This is an optimization exercise on Yosys and OpenROAD, whose aim is small area, a short achievable clock period and few clock cycles per item, not a production implementation. At most, simulation tests tie the RTL to the original design; equivalence was not proved. Only the layout flow was run in runs 2 and 3; the RTL was not checked for function there.

==> flow/design.v (outline; a module is shown in full before it is edited, if it fits) <==
// module iterative_karatsuba_32_16: 3892 lines
module iterative_karatsuba_32_16(clk, rst, enable, A, B, C, done);
  // ...
==> flow/flow/run.sh <==
#!/bin/bash
# The standard layout with two changes:
#  - synthesis skips Yosys's early "abc -fast" (SYNTH_ARGS=-noabc), so the
#    multiplier's full adders reach extract_fa as written and no inverters
#    land between the adder cells;
#  - every port still gets its buffer, but a plain buf_1 rather than the
#    delay cell buffer_ports picks by default.
set -euo pipefail
export BUFFER_PORTS_ARGS="-buffer_cell sky130_fd_sc_hd__buf_1"
export SETUP_SLACK_MARGIN=18
bash standard.sh SYNTH_ARGS=-noabc synth > synth.log 2>&1
bash standard.sh > layout.log 2>&1
==> flow/standard.sh <==
#!/bin/bash
# synth_recipe.tcl (not shown) runs the flow's synth.tcl, then flattens the netlist and writes it again
# the make line also repeats each setting of config.mk as NAME=value (left out here)
make -C /OpenROAD-flow-scripts/flow DESIGN_CONFIG=/design/flow/config.mk WORK_HOME=/design/flow/orfs CLKGATE_MAP_FILE= SYNTH_SCRIPT=/design/flow/synth_recipe.tcl "${@:-finish}"
==> flow/config.mk <==
export PLATFORM = sky130hd
export DESIGN_NAME = iterative_karatsuba_32_16
export DESIGN_NICKNAME = iterative_karatsuba_32_16
export VERILOG_FILES = /design/flow/design.v
export SDC_FILE = /design/flow/constraint.sdc
export NUM_CORES = 4
export LEC_CHECK = 0
export ABC_AREA = 1
export CAP_MARGIN = 20
export CORE_MARGIN = 2
export CORE_UTILIZATION = 40
export CTS_BUF_LIST = sky130_fd_sc_hd__clkbuf_4 sky130_fd_sc_hd__clkbuf_8
export GPL_ROUTABILITY_DRIVEN = 0
export SLEW_MARGIN = 20
==> flow/constraint.sdc <==
create_clock -name core_clock -period 42.0 [get_ports {clk}]
set_input_delay 8.4000 -clock core_clock [delete_from_list [all_inputs] [get_ports {clk}]]
set_output_delay 8.4000 -clock core_clock [all_outputs]
set_load 0.01 [all_outputs]
==> summary.txt, run 1 <==
Critical Path AT=15.35 ns; status=no timing/DRC/antenna violations; Slew HR=0.4557; Clock Latency Late Sink=0.44 ns; total grt overflow=0; Vias=21630; routed length on met1=33.85 mm; met3 Track Usage GR=0.08342; metal2 WL=41.98 mm; Worst Setup SP=B[17]; fill count=5947; Cell variety after synth=29; clk cell area share=0.007002; Critical R2R Launch=held; design area=26450 um^2; Die Area=63730 um^2; Worst path max stage delay=0.55 ns; unrepaired setup endpoints after global routing=no; #FFs+latches synth=65; largest net degree at the start of global routing=59; Most Crowded Layer GR=met2; Post-CTS Hold Buffers=0; Commonest cells post-synth=xor2_1, fa_1, o22ai_1, nand2_1, clkbuf_1; Cells after DPL=3396; min cycle time layout=23.75 ns; Worst Reg2Reg Path Length in Cells=4; r2r endpoint=P_q[34]; # resized after CTS=10; GR Util All Layers=0.2975; CP Depth=29; mux cell area share after synthesis=0; cell with the most instances after synthesis=xor2_1; main flop type after synthesis=dfxtp_1
Testbench counts, summed over its fixed seeds: cycles 3,208, items 3,200.
==> run 2, diff against run 1 <==
--- a/flow/design.v
+++ b/flow/design.v
@@ -1936,18 +1936,18 @@
     wire pp_1878;
     wire pg1879;
     wire pp_1880;
     wire pg1881;
     wire pp_1882;
     wire pg1883;
     wire pp_1884;
     assign bx1_0 = B[0] ^ 1'b0;
-    assign bx2_0 = (B[1] & ~B[0] & ~1'b0) | (~B[1] & B[0] & 1'b0);
-    assign bng_0 = B[1] & ~(B[0] & 1'b0);
+    assign bx2_0 = (B[1] ^ B[0]) & ~(B[0] ^ 1'b0);
+    assign bng_0 = B[1];
     assign pp1 = ((A[0] & bx1_0) | (1'b0 & bx2_0)) ^ bng_0;
     assign pp2 = ((A[1] & bx1_0) | (A[0] & bx2_0)) ^ bng_0;
     assign pp3 = ((A[2] & bx1_0) | (A[1] & bx2_0)) ^ bng_0;
     assign pp4 = ((A[3] & bx1_0) | (A[2] & bx2_0)) ^ bng_0;
     assign pp5 = ((A[4] & bx1_0) | (A[3] & bx2_0)) ^ bng_0;
     assign pp6 = ((A[5] & bx1_0) | (A[4] & bx2_0)) ^ bng_0;
     assign pp7 = ((A[6] & bx1_0) | (A[5] & bx2_0)) ^ bng_0;
     assign pp8 = ((A[7] & bx1_0) | (A[6] & bx2_0)) ^ bng_0;
@@ -1974,18 +1974,18 @@
     assign pp29 = ((A[28] & bx1_0) | (A[27] & bx2_0)) ^ bng_0;
     assign pp30 = ((A[29] & bx1_0) | (A[28] & bx2_0)) ^ bng_0;
     assign pp31 = ((A[30] & bx1_0) | (A[29] & bx2_0)) ^ bng_0;
     assign pp32 = ((A[31] & bx1_0) | (A[30] & bx2_0)) ^ bng_0;
     assign pp33 = ((1'b0 & bx1_0) | (A[31] & bx2_0)) ^ bng_0;
     assign pn34 = bng_0;
     assign ps35 = ~bng_0;
     assign bx1_1 = B[2] ^ B[1];
-    assign bx2_1 = (B[3] & ~B[2] & ~B[1]) | (~B[3] & B[2] & B[1]);
-    assign bng_1 = B[3] & ~(B[2] & B[1]);
+    assign bx2_1 = (B[3] ^ B[2]) & ~(B[2] ^ B[1]);
+    assign bng_1 = B[3];
     assign pp36 = ((A[0] & bx1_1) | (1'b0 & bx2_1)) ^ bng_1;
     assign pp37 = ((A[1] & bx1_1) | (A[0] & bx2_1)) ^ bng_1;
     assign pp38 = ((A[2] & bx1_1) | (A[1] & bx2_1)) ^ bng_1;
     assign pp39 = ((A[3] & bx1_1) | (A[2] & bx2_1)) ^ bng_1;
     assign pp40 = ((A[4] & bx1_1) | (A[3] & bx2_1)) ^ bng_1;
     assign pp41 = ((A[5] & bx1_1) | (A[4] & bx2_1)) ^ bng_1;
     assign pp42 = ((A[6] & bx1_1) | (A[5] & bx2_1)) ^ bng_1;
     assign pp43 = ((A[7] & bx1_1) | (A[6] & bx2_1)) ^ bng_1;
@@ -2012,18 +2012,18 @@
     assign pp64 = ((A[28] & bx1_1) | (A[27] & bx2_1)) ^ bng_1;
     assign pp65 = ((A[29] & bx1_1) | (A[28] & bx2_1)) ^ bng_1;
     assign pp66 = ((A[30] & bx1_1) | (A[29] & bx2_1)) ^ bng_1;
     assign pp67 = ((A[31] & bx1_1) | (A[30] & bx2_1)) ^ bng_1;
     assign pp68 = ((1'b0 & bx1_1) | (A[31] & bx2_1)) ^ bng_1;
     assign pn69 = bng_1;
     assign ps70 = ~bng_1;
     assign bx1_2 = B[4] ^ B[3];
-    assign bx2_2 = (B[5] & ~B[4] & ~B[3]) | (~B[5] & B[4] & B[3]);
-    assign bng_2 = B[5] & ~(B[4] & B[3]);
+    assign bx2_2 = (B[5] ^ B[4]) & ~(B[4] ^ B[3]);
+    assign bng_2 = B[5];
     assign pp71 = ((A[0] & bx1_2) | (1'b0 & bx2_2)) ^ bng_2;
     assign pp72 = ((A[1] & bx1_2) | (A[0] & bx2_2)) ^ bng_2;
     assign pp73 = ((A[2] & bx1_2) | (A[1] & bx2_2)) ^ bng_2;
     assign pp74 = ((A[3] & bx1_2) | (A[2] & bx2_2)) ^ bng_2;
     assign pp75 = ((A[4] & bx1_2) | (A[3] & bx2_2)) ^ bng_2;
     assign pp76 = ((A[5] & bx1_2) | (A[4] & bx2_2)) ^ bng_2;
     assign pp77 = ((A[6] & bx1_2) | (A[5] & bx2_2)) ^ bng_2;
     assign pp78 = ((A[7] & bx1_2) | (A[6] & bx2_2)) ^ bng_2;
@@ -2050,18 +2050,18 @@
     assign pp99 = ((A[28] & bx1_2) | (A[27] & bx2_2)) ^ bng_2;
     assign pp100 = ((A[29] & bx1_2) | (A[28] & bx2_2)) ^ bng_2;
     assign pp101 = ((A[30] & bx1_2) | (A[29] & bx2_2)) ^ bng_2;
     assign pp102 = ((A[31] & bx1_2) | (A[30] & bx2_2)) ^ bng_2;
     assign pp103 = ((1'b0 & bx1_2) | (A[31] & bx2_2)) ^ bng_2;
     assign pn104 = bng_2;
     assign ps105 = ~bng_2;
     assign bx1_3 = B[6] ^ B[5];
-    assign bx2_3 = (B[7] & ~B[6] & ~B[5]) | (~B[7] & B[6] & B[5]);
-    assign bng_3 = B[7] & ~(B[6] & B[5]);
+    assign bx2_3 = (B[7] ^ B[6]) & ~(B[6] ^ B[5]);
+    assign bng_3 = B[7];
     assign pp106 = ((A[0] & bx1_3) | (1'b0 & bx2_3)) ^ bng_3;
     assign pp107 = ((A[1] & bx1_3) | (A[0] & bx2_3)) ^ bng_3;
     assign pp108 = ((A[2] & bx1_3) | (A[1] & bx2_3)) ^ bng_3;
     assign pp109 = ((A[3] & bx1_3) | (A[2] & bx2_3)) ^ bng_3;
     assign pp110 = ((A[4] & bx1_3) | (A[3] & bx2_3)) ^ bng_3;
     assign pp111 = ((A[5] & bx1_3) | (A[4] & bx2_3)) ^ bng_3;
     assign pp112 = ((A[6] & bx1_3) | (A[5] & bx2_3)) ^ bng_3;
     assign pp113 = ((A[7] & bx1_3) | (A[6] & bx2_3)) ^ bng_3;
@@ -2088,18 +2088,18 @@
     assign pp134 = ((A[28] & bx1_3) | (A[27] & bx2_3)) ^ bng_3;
     assign pp135 = ((A[29] & bx1_3) | (A[28] & bx2_3)) ^ bng_3;
     assign pp136 = ((A[30] & bx1_3) | (A[29] & bx2_3)) ^ bng_3;
     assign pp137 = ((A[31] & bx1_3) | (A[30] & bx2_3)) ^ bng_3;
     assign pp138 = ((1'b0 & bx1_3) | (A[31] & bx2_3)) ^ bng_3;
     assign pn139 = bng_3;
     assign ps140 = ~bng_3;
     assign bx1_4 = B[8] ^ B[7];
-    assign bx2_4 = (B[9] & ~B[8] & ~B[7]) | (~B[9] & B[8] & B[7]);
-    assign bng_4 = B[9] & ~(B[8] & B[7]);
+    assign bx2_4 = (B[9] ^ B[8]) & ~(B[8] ^ B[7]);
+    assign bng_4 = B[9];
     assign pp141 = ((A[0] & bx1_4) | (1'b0 & bx2_4)) ^ bng_4;
     assign pp142 = ((A[1] & bx1_4) | (A[0] & bx2_4)) ^ bng_4;
     assign pp143 = ((A[2] & bx1_4) | (A[1] & bx2_4)) ^ bng_4;
     assign pp144 = ((A[3] & bx1_4) | (A[2] & bx2_4)) ^ bng_4;
     assign pp145 = ((A[4] & bx1_4) | (A[3] & bx2_4)) ^ bng_4;
     assign pp146 = ((A[5] & bx1_4) | (A[4] & bx2_4)) ^ bng_4;
     assign pp147 = ((A[6] & bx1_4) | (A[5] & bx2_4)) ^ bng_4;
     assign pp148 = ((A[7] & bx1_4) | (A[6] & bx2_4)) ^ bng_4;
@@ -2126,18 +2126,18 @@
     assign pp169 = ((A[28] & bx1_4) | (A[27] & bx2_4)) ^ bng_4;
     assign pp170 = ((A[29] & bx1_4) | (A[28] & bx2_4)) ^ bng_4;
     assign pp171 = ((A[30] & bx1_4) | (A[29] & bx2_4)) ^ bng_4;
     assign pp172 = ((A[31] & bx1_4) | (A[30] & bx2_4)) ^ bng_4;
     assign pp173 = ((1'b0 & bx1_4) | (A[31] & bx2_4)) ^ bng_4;
     assign pn174 = bng_4;
     assign ps175 = ~bng_4;
     assign bx1_5 = B[10] ^ B[9];
-    assign bx2_5 = (B[11] & ~B[10] & ~B[9]) | (~B[11] & B[10] & B[9]);
-    assign bng_5 = B[11] & ~(B[10] & B[9]);
+    assign bx2_5 = (B[11] ^ B[10]) & ~(B[10] ^ B[9]);
+    assign bng_5 = B[11];
     assign pp176 = ((A[0] & bx1_5) | (1'b0 & bx2_5)) ^ bng_5;
     assign pp177 = ((A[1] & bx1_5) | (A[0] & bx2_5)) ^ bng_5;
     assign pp178 = ((A[2] & bx1_5) | (A[1] & bx2_5)) ^ bng_5;
     assign pp179 = ((A[3] & bx1_5) | (A[2] & bx2_5)) ^ bng_5;
     assign pp180 = ((A[4] & bx1_5) | (A[3] & bx2_5)) ^ bng_5;
     assign pp181 = ((A[5] & bx1_5) | (A[4] & bx2_5)) ^ bng_5;
     assign pp182 = ((A[6] & bx1_5) | (A[5] & bx2_5)) ^ bng_5;
     assign pp183 = ((A[7] & bx1_5) | (A[6] & bx2_5)) ^ bng_5;
@@ -2164,18 +2164,18 @@
     assign pp204 = ((A[28] & bx1_5) | (A[27] & bx2_5)) ^ bng_5;
     assign pp205 = ((A[29] & bx1_5) | (A[28] & bx2_5)) ^ bng_5;
     assign pp206 = ((A[30] & bx1_5) | (A[29] & bx2_5)) ^ bng_5;
     assign pp207 = ((A[31] & bx1_5) | (A[30] & bx2_5)) ^ bng_5;
     assign pp208 = ((1'b0 & bx1_5) | (A[31] & bx2_5)) ^ bng_5;
     assign pn209 = bng_5;
     assign ps210 = ~bng_5;
     assign bx1_6 = B[12] ^ B[11];
-    assign bx2_6 = (B[13] & ~B[12] & ~B[11]) | (~B[13] & B[12] & B[11]);
-    assign bng_6 = B[13] & ~(B[12] & B[11]);
+    assign bx2_6 = (B[13] ^ B[12]) & ~(B[12] ^ B[11]);
+    assign bng_6 = B[13];
     assign pp211 = ((A[0] & bx1_6) | (1'b0 & bx2_6)) ^ bng_6;
     assign pp212 = ((A[1] & bx1_6) | (A[0] & bx2_6)) ^ bng_6;
     assign pp213 = ((A[2] & bx1_6) | (A[1] & bx2_6)) ^ bng_6;
     assign pp214 = ((A[3] & bx1_6) | (A[2] & bx2_6)) ^ bng_6;
     assign pp215 = ((A[4] & bx1_6) | (A[3] & bx2_6)) ^ bng_6;
     assign pp216 = ((A[5] & bx1_6) | (A[4] & bx2_6)) ^ bng_6;
     assign pp217 = ((A[6] & bx1_6) | (A[5] & bx2_6)) ^ bng_6;
     assign pp218 = ((A[7] & bx1_6) | (A[6] & bx2_6)) ^ bng_6;
@@ -2202,18 +2202,18 @@
     assign pp239 = ((A[28] & bx1_6) | (A[27] & bx2_6)) ^ bng_6;
     assign pp240 = ((A[29] & bx1_6) | (A[28] & bx2_6)) ^ bng_6;
     assign pp241 = ((A[30] & bx1_6) | (A[29] & bx2_6)) ^ bng_6;
     assign pp242 = ((A[31] & bx1_6) | (A[30] & bx2_6)) ^ bng_6;
     assign pp243 = ((1'b0 & bx1_6) | (A[31] & bx2_6)) ^ bng_6;
     assign pn244 = bng_6;
     assign ps245 = ~bng_6;
     assign bx1_7 = B[14] ^ B[13];
-    assign bx2_7 = (B[15] & ~B[14] & ~B[13]) | (~B[15] & B[14] & B[13]);
-    assign bng_7 = B[15] & ~(B[14] & B[13]);
+    assign bx2_7 = (B[15] ^ B[14]) & ~(B[14] ^ B[13]);
+    assign bng_7 = B[15];
     assign pp246 = ((A[0] & bx1_7) | (1'b0 & bx2_7)) ^ bng_7;
     assign pp247 = ((A[1] & bx1_7) | (A[0] & bx2_7)) ^ bng_7;
     assign pp248 = ((A[2] & bx1_7) | (A[1] & bx2_7)) ^ bng_7;
     assign pp249 = ((A[3] & bx1_7) | (A[2] & bx2_7)) ^ bng_7;
     assign pp250 = ((A[4] & bx1_7) | (A[3] & bx2_7)) ^ bng_7;
     assign pp251 = ((A[5] & bx1_7) | (A[4] & bx2_7)) ^ bng_7;
     assign pp252 = ((A[6] & bx1_7) | (A[5] & bx2_7)) ^ bng_7;
     assign pp253 = ((A[7] & bx1_7) | (A[6] & bx2_7)) ^ bng_7;
@@ -2240,18 +2240,18 @@
     assign pp274 = ((A[28] & bx1_7) | (A[27] & bx2_7)) ^ bng_7;
     assign pp275 = ((A[29] & bx1_7) | (A[28] & bx2_7)) ^ bng_7;
     assign pp276 = ((A[30] & bx1_7) | (A[29] & bx2_7)) ^ bng_7;
     assign pp277 = ((A[31] & bx1_7) | (A[30] & bx2_7)) ^ bng_7;
     assign pp278 = ((1'b0 & bx1_7) | (A[31] & bx2_7)) ^ bng_7;
     assign pn279 = bng_7;
     assign ps280 = ~bng_7;
     assign bx1_8 = B[16] ^ B[15];
-    assign bx2_8 = (B[17] & ~B[16] & ~B[15]) | (~B[17] & B[16] & B[15]);
-    assign bng_8 = B[17] & ~(B[16] & B[15]);
+    assign bx2_8 = (B[17] ^ B[16]) & ~(B[16] ^ B[15]);
+    assign bng_8 = B[17];
     assign pp281 = ((A[0] & bx1_8) | (1'b0 & bx2_8)) ^ bng_8;
     assign pp282 = ((A[1] & bx1_8) | (A[0] & bx2_8)) ^ bng_8;
     assign pp283 = ((A[2] & bx1_8) | (A[1] & bx2_8)) ^ bng_8;
     assign pp284 = ((A[3] & bx1_8) | (A[2] & bx2_8)) ^ bng_8;
     assign pp285 = ((A[4] & bx1_8) | (A[3] & bx2_8)) ^ bng_8;
     assign pp286 = ((A[5] & bx1_8) | (A[4] & bx2_8)) ^ bng_8;
     assign pp287 = ((A[6] & bx1_8) | (A[5] & bx2_8)) ^ bng_8;
     assign pp288 = ((A[7] & bx1_8) | (A[6] & bx2_8)) ^ bng_8;
@@ -2278,18 +2278,18 @@
     assign pp309 = ((A[28] & bx1_8) | (A[27] & bx2_8)) ^ bng_8;
     assign pp310 = ((A[29] & bx1_8) | (A[28] & bx2_8)) ^ bng_8;
     assign pp311 = ((A[30] & bx1_8) | (A[29] & bx2_8)) ^ bng_8;
     assign pp312 = ((A[31] & bx1_8) | (A[30] & bx2_8)) ^ bng_8;
     assign pp313 = ((1'b0 & bx1_8) | (A[31] & bx2_8)) ^ bng_8;
     assign pn314 = bng_8;
     assign ps315 = ~bng_8;
     assign bx1_9 = B[18] ^ B[17];
-    assign bx2_9 = (B[19] & ~B[18] & ~B[17]) | (~B[19] & B[18] & B[17]);
-    assign bng_9 = B[19] & ~(B[18] & B[17]);
+    assign bx2_9 = (B[19] ^ B[18]) & ~(B[18] ^ B[17]);
+    assign bng_9 = B[19];
     assign pp316 = ((A[0] & bx1_9) | (1'b0 & bx2_9)) ^ bng_9;
     assign pp317 = ((A[1] & bx1_9) | (A[0] & bx2_9)) ^ bng_9;
     assign pp318 = ((A[2] & bx1_9) | (A[1] & bx2_9)) ^ bng_9;
     assign pp319 = ((A[3] & bx1_9) | (A[2] & bx2_9)) ^ bng_9;
     assign pp320 = ((A[4] & bx1_9) | (A[3] & bx2_9)) ^ bng_9;
     assign pp321 = ((A[5] & bx1_9) | (A[4] & bx2_9)) ^ bng_9;
     assign pp322 = ((A[6] & bx1_9) | (A[5] & bx2_9)) ^ bng_9;
     assign pp323 = ((A[7] & bx1_9) | (A[6] & bx2_9)) ^ bng_9;
@@ -2316,18 +2316,18 @@
     assign pp344 = ((A[28] & bx1_9) | (A[27] & bx2_9)) ^ bng_9;
     assign pp345 = ((A[29] & bx1_9) | (A[28] & bx2_9)) ^ bng_9;
     assign pp346 = ((A[30] & bx1_9) | (A[29] & bx2_9)) ^ bng_9;
     assign pp347 = ((A[31] & bx1_9) | (A[30] & bx2_9)) ^ bng_9;
     assign pp348 = ((1'b0 & bx1_9) | (A[31] & bx2_9)) ^ bng_9;
     assign pn349 = bng_9;
     assign ps350 = ~bng_9;
     assign bx1_10 = B[20] ^ B[19];
-    assign bx2_10 = (B[21] & ~B[20] & ~B[19]) | (~B[21] & B[20] & B[19]);
-    assign bng_10 = B[21] & ~(B[20] & B[19]);
+    assign bx2_10 = (B[21] ^ B[20]) & ~(B[20] ^ B[19]);
+    assign bng_10 = B[21];
     assign pp351 = ((A[0] & bx1_10) | (1'b0 & bx2_10)) ^ bng_10;
     assign pp352 = ((A[1] & bx1_10) | (A[0] & bx2_10)) ^ bng_10;
     assign pp353 = ((A[2] & bx1_10) | (A[1] & bx2_10)) ^ bng_10;
     assign pp354 = ((A[3] & bx1_10) | (A[2] & bx2_10)) ^ bng_10;
     assign pp355 = ((A[4] & bx1_10) | (A[3] & bx2_10)) ^ bng_10;
     assign pp356 = ((A[5] & bx1_10) | (A[4] & bx2_10)) ^ bng_10;
     assign pp357 = ((A[6] & bx1_10) | (A[5] & bx2_10)) ^ bng_10;
     assign pp358 = ((A[7] & bx1_10) | (A[6] & bx2_10)) ^ bng_10;
@@ -2354,18 +2354,18 @@
     assign pp379 = ((A[28] & bx1_10) | (A[27] & bx2_10)) ^ bng_10;
     assign pp380 = ((A[29] & bx1_10) | (A[28] & bx2_10)) ^ bng_10;
     assign pp381 = ((A[30] & bx1_10) | (A[29] & bx2_10)) ^ bng_10;
     assign pp382 = ((A[31] & bx1_10) | (A[30] & bx2_10)) ^ bng_10;
     assign pp383 = ((1'b0 & bx1_10) | (A[31] & bx2_10)) ^ bng_10;
     assign pn384 = bng_10;
     assign ps385 = ~bng_10;
     assign bx1_11 = B[22] ^ B[21];
-    assign bx2_11 = (B[23] & ~B[22] & ~B[21]) | (~B[23] & B[22] & B[21]);
-    assign bng_11 = B[23] & ~(B[22] & B[21]);
+    assign bx2_11 = (B[23] ^ B[22]) & ~(B[22] ^ B[21]);
+    assign bng_11 = B[23];
     assign pp386 = ((A[0] & bx1_11) | (1'b0 & bx2_11)) ^ bng_11;
     assign pp387 = ((A[1] & bx1_11) | (A[0] & bx2_11)) ^ bng_11;
     assign pp388 = ((A[2] & bx1_11) | (A[1] & bx2_11)) ^ bng_11;
     assign pp389 = ((A[3] & bx1_11) | (A[2] & bx2_11)) ^ bng_11;
     assign pp390 = ((A[4] & bx1_11) | (A[3] & bx2_11)) ^ bng_11;
     assign pp391 = ((A[5] & bx1_11) | (A[4] & bx2_11)) ^ bng_11;
     assign pp392 = ((A[6] & bx1_11) | (A[5] & bx2_11)) ^ bng_11;
     assign pp393 = ((A[7] & bx1_11) | (A[6] & bx2_11)) ^ bng_11;
@@ -2392,18 +2392,18 @@
     assign pp414 = ((A[28] & bx1_11) | (A[27] & bx2_11)) ^ bng_11;
     assign pp415 = ((A[29] & bx1_11) | (A[28] & bx2_11)) ^ bng_11;
     assign pp416 = ((A[30] & bx1_11) | (A[29] & bx2_11)) ^ bng_11;
     assign pp417 = ((A[31] & bx1_11) | (A[30] & bx2_11)) ^ bng_11;
     assign pp418 = ((1'b0 & bx1_11) | (A[31] & bx2_11)) ^ bng_11;
     assign pn419 = bng_11;
     assign ps420 = ~bng_11;
     assign bx1_12 = B[24] ^ B[23];
-    assign bx2_12 = (B[25] & ~B[24] & ~B[23]) | (~B[25] & B[24] & B[23]);
-    assign bng_12 = B[25] & ~(B[24] & B[23]);
+    assign bx2_12 = (B[25] ^ B[24]) & ~(B[24] ^ B[23]);
+    assign bng_12 = B[25];
     assign pp421 = ((A[0] & bx1_12) | (1'b0 & bx2_12)) ^ bng_12;
     assign pp422 = ((A[1] & bx1_12) | (A[0] & bx2_12)) ^ bng_12;
     assign pp423 = ((A[2] & bx1_12) | (A[1] & bx2_12)) ^ bng_12;
     assign pp424 = ((A[3] & bx1_12) | (A[2] & bx2_12)) ^ bng_12;
     assign pp425 = ((A[4] & bx1_12) | (A[3] & bx2_12)) ^ bng_12;
     assign pp426 = ((A[5] & bx1_12) | (A[4] & bx2_12)) ^ bng_12;
     assign pp427 = ((A[6] & bx1_12) | (A[5] & bx2_12)) ^ bng_12;
     assign pp428 = ((A[7] & bx1_12) | (A[6] & bx2_12)) ^ bng_12;
@@ -2430,18 +2430,18 @@
     assign pp449 = ((A[28] & bx1_12) | (A[27] & bx2_12)) ^ bng_12;
     assign pp450 = ((A[29] & bx1_12) | (A[28] & bx2_12)) ^ bng_12;
     assign pp451 = ((A[30] & bx1_12) | (A[29] & bx2_12)) ^ bng_12;
     assign pp452 = ((A[31] & bx1_12) | (A[30] & bx2_12)) ^ bng_12;
     assign pp453 = ((1'b0 & bx1_12) | (A[31] & bx2_12)) ^ bng_12;
     assign pn454 = bng_12;
     assign ps455 = ~bng_12;
     assign bx1_13 = B[26] ^ B[25];
-    assign bx2_13 = (B[27] & ~B[26] & ~B[25]) | (~B[27] & B[26] & B[25]);
-    assign bng_13 = B[27] & ~(B[26] & B[25]);
+    assign bx2_13 = (B[27] ^ B[26]) & ~(B[26] ^ B[25]);
+    assign bng_13 = B[27];
     assign pp456 = ((A[0] & bx1_13) | (1'b0 & bx2_13)) ^ bng_13;
     assign pp457 = ((A[1] & bx1_13) | (A[0] & bx2_13)) ^ bng_13;
     assign pp458 = ((A[2] & bx1_13) | (A[1] & bx2_13)) ^ bng_13;
     assign pp459 = ((A[3] & bx1_13) | (A[2] & bx2_13)) ^ bng_13;
     assign pp460 = ((A[4] & bx1_13) | (A[3] & bx2_13)) ^ bng_13;
     assign pp461 = ((A[5] & bx1_13) | (A[4] & bx2_13)) ^ bng_13;
     assign pp462 = ((A[6] & bx1_13) | (A[5] & bx2_13)) ^ bng_13;
     assign pp463 = ((A[7] & bx1_13) | (A[6] & bx2_13)) ^ bng_13;
@@ -2468,18 +2468,18 @@
     assign pp484 = ((A[28] & bx1_13) | (A[27] & bx2_13)) ^ bng_13;
     assign pp485 = ((A[29] & bx1_13) | (A[28] & bx2_13)) ^ bng_13;
     assign pp486 = ((A[30] & bx1_13) | (A[29] & bx2_13)) ^ bng_13;
     assign pp487 = ((A[31] & bx1_13) | (A[30] & bx2_13)) ^ bng_13;
     assign pp488 = ((1'b0 & bx1_13) | (A[31] & bx2_13)) ^ bng_13;
     assign pn489 = bng_13;
     assign ps490 = ~bng_13;
     assign bx1_14 = B[28] ^ B[27];
-    assign bx2_14 = (B[29] & ~B[28] & ~B[27]) | (~B[29] & B[28] & B[27]);
-    assign bng_14 = B[29] & ~(B[28] & B[27]);
+    assign bx2_14 = (B[29] ^ B[28]) & ~(B[28] ^ B[27]);
+    assign bng_14 = B[29];
     assign pp491 = ((A[0] & bx1_14) | (1'b0 & bx2_14)) ^ bng_14;
     assign pp492 = ((A[1] & bx1_14) | (A[0] & bx2_14)) ^ bng_14;
     assign pp493 = ((A[2] & bx1_14) | (A[1] & bx2_14)) ^ bng_14;
     assign pp494 = ((A[3] & bx1_14) | (A[2] & bx2_14)) ^ bng_14;
     assign pp495 = ((A[4] & bx1_14) | (A[3] & bx2_14)) ^ bng_14;
     assign pp496 = ((A[5] & bx1_14) | (A[4] & bx2_14)) ^ bng_14;
     assign pp497 = ((A[6] & bx1_14) | (A[5] & bx2_14)) ^ bng_14;
     assign pp498 = ((A[7] & bx1_14) | (A[6] & bx2_14)) ^ bng_14;
@@ -2506,18 +2506,18 @@
     assign pp519 = ((A[28] & bx1_14) | (A[27] & bx2_14)) ^ bng_14;
     assign pp520 = ((A[29] & bx1_14) | (A[28] & bx2_14)) ^ bng_14;
     assign pp521 = ((A[30] & bx1_14) | (A[29] & bx2_14)) ^ bng_14;
     assign pp522 = ((A[31] & bx1_14) | (A[30] & bx2_14)) ^ bng_14;
     assign pp523 = ((1'b0 & bx1_14) | (A[31] & bx2_14)) ^ bng_14;
     assign pn524 = bng_14;
     assign ps525 = ~bng_14;
     assign bx1_15 = B[30] ^ B[29];
-    assign bx2_15 = (B[31] & ~B[30] & ~B[29]) | (~B[31] & B[30] & B[29]);
-    assign bng_15 = B[31] & ~(B[30] & B[29]);
+    assign bx2_15 = (B[31] ^ B[30]) & ~(B[30] ^ B[29]);
+    assign bng_15 = B[31];
     assign pp526 = ((A[0] & bx1_15) | (1'b0 & bx2_15)) ^ bng_15;
     assign pp527 = ((A[1] & bx1_15) | (A[0] & bx2_15)) ^ bng_15;
     assign pp528 = ((A[2] & bx1_15) | (A[1] & bx2_15)) ^ bng_15;
     assign pp529 = ((A[3] & bx1_15) | (A[2] & bx2_15)) ^ bng_15;
     assign pp530 = ((A[4] & bx1_15) | (A[3] & bx2_15)) ^ bng_15;
     assign pp531 = ((A[5] & bx1_15) | (A[4] & bx2_15)) ^ bng_15;
     assign pp532 = ((A[6] & bx1_15) | (A[5] & bx2_15)) ^ bng_15;
     assign pp533 = ((A[7] & bx1_15) | (A[6] & bx2_15)) ^ bng_15;
==> flow/flow/run.sh (replaced) <==
#!/bin/bash
# The standard layout with two changes:
#  - synthesis skips Yosys's early "abc -fast" (SYNTH_ARGS=-noabc), so the
#    multiplier's full adders reach extract_fa as written and no inverters
#    land between the adder cells;
#  - every port still gets its buffer, but a plain buf_2 rather than the
#    delay cell buffer_ports picks by default.
set -euo pipefail
export BUFFER_PORTS_ARGS="-buffer_cell sky130_fd_sc_hd__buf_2"
export SETUP_SLACK_MARGIN=18
bash standard.sh SYNTH_ARGS=-noabc synth > synth.log 2>&1
bash standard.sh > layout.log 2>&1
==> flow/config.mk (replaced) <==
export PLATFORM = sky130hd
export DESIGN_NAME = iterative_karatsuba_32_16
export DESIGN_NICKNAME = iterative_karatsuba_32_16
export VERILOG_FILES = /design/flow/design.v
export SDC_FILE = /design/flow/constraint.sdc
export NUM_CORES = 4
export LEC_CHECK = 0
export ABC_AREA = 1
export CAP_MARGIN = 20
export CORE_MARGIN = 2
export CORE_UTILIZATION = 40
export SLEW_MARGIN = 20
==> run 2 against run 1 <==
Effect of this change: still clean; clock skew shrank 0.0066 ns; hold slack is essentially flat; die area shrank 0.92%; final cell count shrank 1.2%; core utilization grew 1.3 points; critical path type unchanged; critical endpoint unchanged; largest cell class unchanged.
==> summary.txt, run 2 <==
status=no timing/DRC/antenna violations (unchanged); H-tree depth=3 (unchanged); Worst EP required=33.60 ns (about the same); min cycle time layout=23.78 ns (was 23.75 ns); CTS sink cnt=65 (unchanged); Critical Path Source Type=input pin (unchanged); Ports=132 (unchanged); crit path buf inv count=5 (was 4); Initial Util=0.4052 (was 0.4023); worst slew pin tran=0.9615 ns (was 0.8165 ns); Root Buffer=clkbuf_16 (was clkbuf_8); Syn-to-layout area delta=9.545% (was 7.105%); Clock Latency Late Sink=0.40 ns (was 0.44 ns); number of flip-flops in the largest register=64 (unchanged); setup_tns=0 ns (unchanged); fin nets=3290 (was 3339); Simple-Gate Fraction of Synth Area=0.06051 (was 0.06481); Most flops, register=P_q (unchanged); leading cell type in the layout, fill and taps excluded=xor2_1 (unchanged); Commonest cells post-synth=xor2_1, fa_1, o22ai_1, nand2_1, clkbuf_1 (unchanged); met3 Track Usage GR=0.08615 (was 0.08342); cell with the most instances after synthesis=xor2_1 (unchanged); Synth top area share=0.4084 (was 0.4046); port bufs=131 (unchanged); Top delay family on crit path=adder cells (unchanged); most frequent CP cell=fa_1 (unchanged); Slew Limit Fails=0 (unchanged); Die H=251.3 um (was 252.5 um); total grt overflow=0 (unchanged); DP Wirelength=58.88 mm (was 61.99 mm); Critical Path AT=15.38 ns (was 15.35 ns); largest cells by area after synthesis=fa_1, xor2_1, o22ai_1 (unchanged); Max-cap violations=0 (unchanged); met2 usage=0.4437 (was 0.4651); ANT nets after route=0 (unchanged); drt total wl=91.06 mm (was 93.91 mm); Post-synth EDFFs=0 (unchanged); sequential share of the synthesized area=0.05320 (was 0.05270); main flop type after synthesis=dfxtp_1 (unchanged); slowest CP cell=fa_1 (unchanged); total core area=60360 um^2 (was 61370 um^2); DRT iter0 DRCs=2541 (was 2920); CTS tree=done (unchanged); routed len/inst=26.81 um (was 27.32 um); largest net degree at the start of global routing=97 (was 59); fin crit share=0.5661 (was 0.5655); Top Registers=P_q: 64 flops, held: 1 flops (unchanged); Post-Syn Instances=2629 (was 2649); Hold WC Path Type=flop to flop (unchanged); Cell variety after synth=31 (was 29); initial antenna violation count=10 (was 2); placement-stage cell area=25690 um^2 (was 25910 um^2); mux cell area share after synthesis=0 (unchanged); Rows=90 (was 91); first-pass GRT wire length=136.9 mm (was 142.1 mm); share of layout cells above drive strength 1=0.1263 (was 0.07067); Final Hold Fails=0 (unchanged); Ys Warns=1 (unchanged); CTS max path bufs=2 (unchanged); WS Path Type=input pin to primary output (unchanged); Adder-Cell Fraction of Synth Area=0.4683 (was 0.4710); asr flop ratio synth=0 (unchanged); Pre-Repair DR Iteration Count=5 (was 6); clk slew on worst S/H paths=0.06 ns (was 0.07 ns); Slew HR=0.3590 (was 0.4557); horizontal die dimension=251.3 um (was 252.5 um); final setup fails=0 (unchanged); design area=26790 um^2 (was 26450 um^2); GR Util All Layers=0.2861 (was 0.2975); Worst path max stage delay=0.60 ns (was 0.55 ns); syn_nets=3312 (was 3346); vias in the first global route=22880 (was 23420); M1 GR Usage=0.3688 (was 0.3634); Most Crowded Layer GR=met2 (unchanged); most frequent cells in the layout=xor2_1, fa_1, o22ai_1 (unchanged); Syn Area/Cell=9.304 um^2 (was 9.321 um^2); #FFs+latches synth=65 (unchanged); clk_skew=0.01348 ns (was 0.02010 ns); main combinational cell family by area after synthesis=adder cells (unchanged); TritonCTS Buffers=9 (unchanged); CP Max Fanout=32 (was 26); Vias=21450 (was 21630); XOR/XNOR share of the synthesized area=0.1948 (was 0.1986); synthesized cell area=24460 um^2 (was 24690 um^2); unrepaired setup endpoints after global routing=no (unchanged); total DRC errors in the routed layout=0 (unchanged); Fmax achieved=42.06 MHz (was 42.10 MHz); Yosys top cell by area=fa_1 (unchanged); GP Congestion=0.8975; CP endpoint kind=primary output (unchanged); vias per cell=6.315 (was 6.293); Die Area=63140 um^2 (was 63730 um^2); post-synthesis compound-gate area fraction=0.1540 (was 0.1439); Post-CTS Hold Buffers=0 (unchanged)
-- run 2: final cells by class --
cell class | instances | area, um^2
antenna | 2 | 5.005
clock buffer | 10 | 239.0
clock inverter | 6 | 67.56
fill | 5794 | 33560
inverter | 158 | 609.3
multi-input combinational | 2136 | 21740
sequential | 65 | 1305
tap | 782 | 978.4
timing repair buffer | 237 | 1853
-- run 2: worst paths after layout --
check,from,to,slack [ns],cells past startpoint
worst min register to register,P_q[10],P_q[10],0.45,2
worst max register to register,held,P_q[18],40.12,4
worst max-delay path,B[7],C[63],18.22,32
worst min-delay path,P_q[10],P_q[10],0.45,2
-- run 2: through the flow --
stage	utilization	hold slack (ns)	cells	worst slack [ns]
floorplan	-	0.4836	2629	18.91
global placement	0.4256	0.4308	3348	17.48
detailed placement	0.4256	0.4358	3348	17.41
CTS	0.4340	0.4525	3369	18.00
global route	0.4439	0.4672	3395	17.98
finish	0.4439	0.4511	3396	18.22
-- run 2: kinds of logic after synthesis --
family / after synthesis
XOR/XNOR: 544
AO/OA/AOI/OAI: 616
AND/OR/NAND/NOR: 357
buffers and inverters: 431
adder cells (fa/ha/maj): 616
flip-flops: 65
-- run 2: worst min-delay path, cell delays in order (launching register included) --
cell and delay [ns]:
dfxtp_1 0.31, nand2_1 0.05, nand2_1 0.07
-- run 2: what timing repair did --
| item | CTS | global route |
|---|---|---|
| setup endpoints to repair | 25 | 18 |
| buffers inserted | 2 | 20 |
| pin swaps | 4 | 6 |
| resized for setup | 38 | 72 |
| gates cloned | 3 | 5 |
-- run 2: layer usage --
| layer | vias up | share of wire |
|---|---|---|
| met5 | - | 0.0012 |
| met4 | 18 | 0.044 |
| met3 | 335 | 0.12 |
| met2 | 1523 | 0.45 |
| met1 | 10810 | 0.39 |
| li1 | 8760 | - |
==> run 3, diff against run 2 <==
--- a/flow/config.mk
+++ b/flow/config.mk
@@ -9,4 +9,5 @@
 export CAP_MARGIN = 20
 export CORE_MARGIN = 2
 export CORE_UTILIZATION = 40
+export CTS_BUF_LIST = sky130_fd_sc_hd__clkbuf_4 sky130_fd_sc_hd__clkbuf_8
 export SLEW_MARGIN = 20
==> run 3 against run 2 <==
Effect of this change: still clean on timing, DRC and antenna; design area shrank 0.23%; sequential cell count is the same; clock skew up 0.0053 ns; via count down 0.28%; hold slack improved by 0.0031 ns; synthesized area did not move; synthesized cell count unchanged; worst setup slack got worse by 0.014 ns; critical endpoint unchanged; highest routed layer unchanged.
==> summary.txt, run 3 <==
Hold WC Path Type=flop to flop (unchanged); worst slew pin tran=0.9592 ns (was 0.9615 ns); cell with the most instances after synthesis=xor2_1 (unchanged); Root Buffer=clkbuf_8 (was clkbuf_16); Syn Area/Cell=9.304 um^2 (unchanged); drt total wl=91.37 mm (was 91.06 mm); Cell variety after synth=31 (unchanged); Post-CTS Hold Buffers=0 (unchanged); CP Max Fanout=19 (was 32); WS Path Type=input pin to primary output (unchanged); Commonest cells post-synth=xor2_1, fa_1, o22ai_1, nand2_1, clkbuf_1 (unchanged); vias per cell=6.293 (was 6.315); Die H=251.3 um (unchanged); sequential share of the synthesized area=0.05320 (unchanged); Initial Util=0.4052 (unchanged); Worst path max stage delay=0.60 ns (about the same); Fmax achieved=42.03 MHz (was 42.06 MHz); most frequent cells in the layout=xor2_1, fa_1, o22ai_1 (unchanged); Vias=21380 (was 21450); #FFs+latches synth=65 (unchanged); total core area=60360 um^2 (unchanged); largest net degree at the start of global routing=97 (unchanged); Syn-to-layout area delta=9.290% (was 9.545%); Final Hold Fails=0 (unchanged); CP endpoint kind=primary output (unchanged); fill count=5795 (was 5794); most frequent CP cell=fa_1 (unchanged); routed len/inst=26.89 um (was 26.81 um); vias in the first global route=22930 (was 22880); Post-synth EDFFs=0 (unchanged); DP Wirelength=58.88 mm (unchanged); Yosys top cell by area=fa_1 (unchanged); Synth top area share=0.4084 (unchanged); Slew Limit Fails=0 (unchanged); Rows=90 (unchanged); R2R Setup Slk=40.11 ns (was 40.12 ns); Top Registers=P_q: 64 flops, held: 1 flops (unchanged); number of flip-flops in the largest register=64 (unchanged); syn_nets=3312 (unchanged); Critical Path Source Type=input pin (unchanged); Slew HR=0.3606 (was 0.3590); Pre-Repair DR Iteration Count=8 (was 5); worst-case hold slack=0.4542 ns (was 0.4511 ns); first-pass GRT wire length=136.9 mm (about the same); GR Util All Layers=0.2861 (about the same); largest cells by area after synthesis=fa_1, xor2_1, o22ai_1 (unchanged); GP Congestion=0.8975 (unchanged); slowest CP cell=fa_1 (unchanged); setup_tns=0 ns (unchanged); Critical Path AT=15.39 ns (was 15.38 ns); CTS tree=done (unchanged); hold endpoint=P_q[32] (was P_q[10]); H-tree depth=3 (unchanged); CTS sink cnt=65 (unchanged); total grt overflow=0 (unchanged); clk slew on worst S/H paths=0.07 ns (was 0.06 ns); hold_sp=P_q[32] (was P_q[10]); status=no timing/DRC/antenna violations (unchanged); CTS max path bufs=2 (unchanged); fin crit share=0.5665 (was 0.5661); min cycle time layout=23.79 ns (was 23.78 ns); Clock Latency Late Sink=0.46 ns (was 0.40 ns); Die Area=63140 um^2 (unchanged); Worst Reg2Reg Path Length in Cells=4 (unchanged); port bufs=131 (unchanged); total DRC errors in the routed layout=0 (unchanged); Max-cap violations=0 (unchanged); Post-Syn Instances=2629 (unchanged); Ys Warns=1 (unchanged); synthesized cell area=24460 um^2 (unchanged); ANT nets after route=0 (unchanged); Ports=132 (unchanged); asr flop ratio synth=0 (unchanged); leading cell type in the layout, fill and taps excluded=xor2_1 (unchanged); DRT iter0 DRCs=2542 (was 2541); Most flops, register=P_q (unchanged); initial antenna violation count=11 (was 10); clk_skew=0.01877 ns (was 0.01348 ns); unrepaired setup endpoints after global routing=no (unchanged); Worst EP required=33.60 ns (about the same); Hold Crit Depth=2 (unchanged); fin nets=3290 (unchanged); main flop type after synthesis=dfxtp_1 (unchanged); Critical R2R Launch=held (unchanged); Reg area=1305 um^2 (unchanged); multi-input logic area=21740 um^2 (about the same); TritonCTS Buffers=9 (unchanged); r2r endpoint=P_q[18] (unchanged); share of layout cells above drive strength 1=0.1263 (unchanged); horizontal die dimension=251.3 um (unchanged); final setup fails=0 (unchanged)
==> run 3: stage by stage <==
step	cells	instance area, um^2	worst slack, ns	util
2_1_floorplan	2629	24460	18.91	-
3_3_place_gp	3348	25690	17.48	0.4256
3_5_place_dp	3348	25690	17.41	0.4256
4_1_cts	3369	26100	18.00	0.4324
5_1_grt	3396	26730	17.97	0.4428
6_report	3398	26730	18.21	0.4429
==> run 3: worst max-delay path by stage <==
stage          slack (ns)  startpoint  cells past startpoint     to
2_1_floorplan       18.91        B[0]                     34  C[63]
3_3_place_gp        17.48        B[7]                     28  C[43]
3_5_place_dp        17.41        B[7]                     25  C[43]
4_1_cts             18.00        B[7]                     31  C[63]
5_1_grt             17.97       B[17]                     31  C[63]
6_report            18.21        B[3]                     30  C[63]
==> run 3: final cells by class <==
type                       instances  area share
sequential                        65     0.04882
clock inverter                     6    0.002527
tap                              782     0.03660
multi-input combinational       2136      0.8132
inverter                         158     0.02279
timing repair buffer             237     0.07049
clock buffer                      10    0.005149
antenna                            4   0.0003744
==> run 3: logic make-up after synthesis <==
group,after synthesis,synth area share
XOR/XNOR,544,0.1948
buffers and inverters,431,0.06926
flip-flops,65,0.05320
adder cells (fa/ha/maj),616,0.4683
AO/OA/AOI/OAI,616,0.1540
AND/OR/NAND/NOR,357,0.06052
==> run 3: worst max-delay path: cells and delay by family <==
family          cells  cell delay (ns)
buf+inv             3             0.59
fa+ha+maj           8             3.77
simple gates       10             0.78
compound gates      6             1.30
xor+xnor            3             0.53
==> run 3: layer usage <==
metal  part of all wire  global-route usage
met1               0.38              0.3684
met2               0.45              0.4409
met3               0.12             0.08521
met4              0.046              0.1359
met5             0.0012                   0
==> run 3: timing repair <==
item / CTS / global route
pin swaps: 4 / 6
buffers inserted: 2 / 19
gates cloned: 3 / 6
setup endpoints to repair: 25 / 18
resized for setup: 38 / 71

separate check: timing with driven ports:
No port has a modelled driver above. Below, the same layouts with a new extraction and two added sets of constraints.
Step 1 sets driving cells, clkbuf_16 on the clock port and buf_2 on the other inputs (assumed; they add their load-dependent delay and slew).
Step 2 moves the port delays by t, midway between the first and last clock arrival at a register: inputs arrive t later, outputs are due t later. That takes back most of the time a late clock gives input paths.
Slacks: no drivers / after step 1 / after step 2; pairs: no drivers / after step 1.
run | t (ns) | setup slack, ns | latest minus earliest clock arrival (ns) | slew at the worst register clock pin (ns)
run 1 | 0.492 | 18.249 / 18.218 / 18.218 | 0.020 / 0.021 | 0.09 / 0.09
run 2 | 0.448 | 18.223 / 18.202 / 18.202 | 0.021 / 0.021 | 0.08 / 0.08
run 3 | 0.503 | 18.209 / 18.185 / 18.185 | 0.030 / 0.030 | 0.11 / 0.11
After both steps setup and hold are still met in every run listed. For run 1, which loses most, drivers alone change the setup slack by -0.031 ns; drivers and shift together by -0.031 ns.
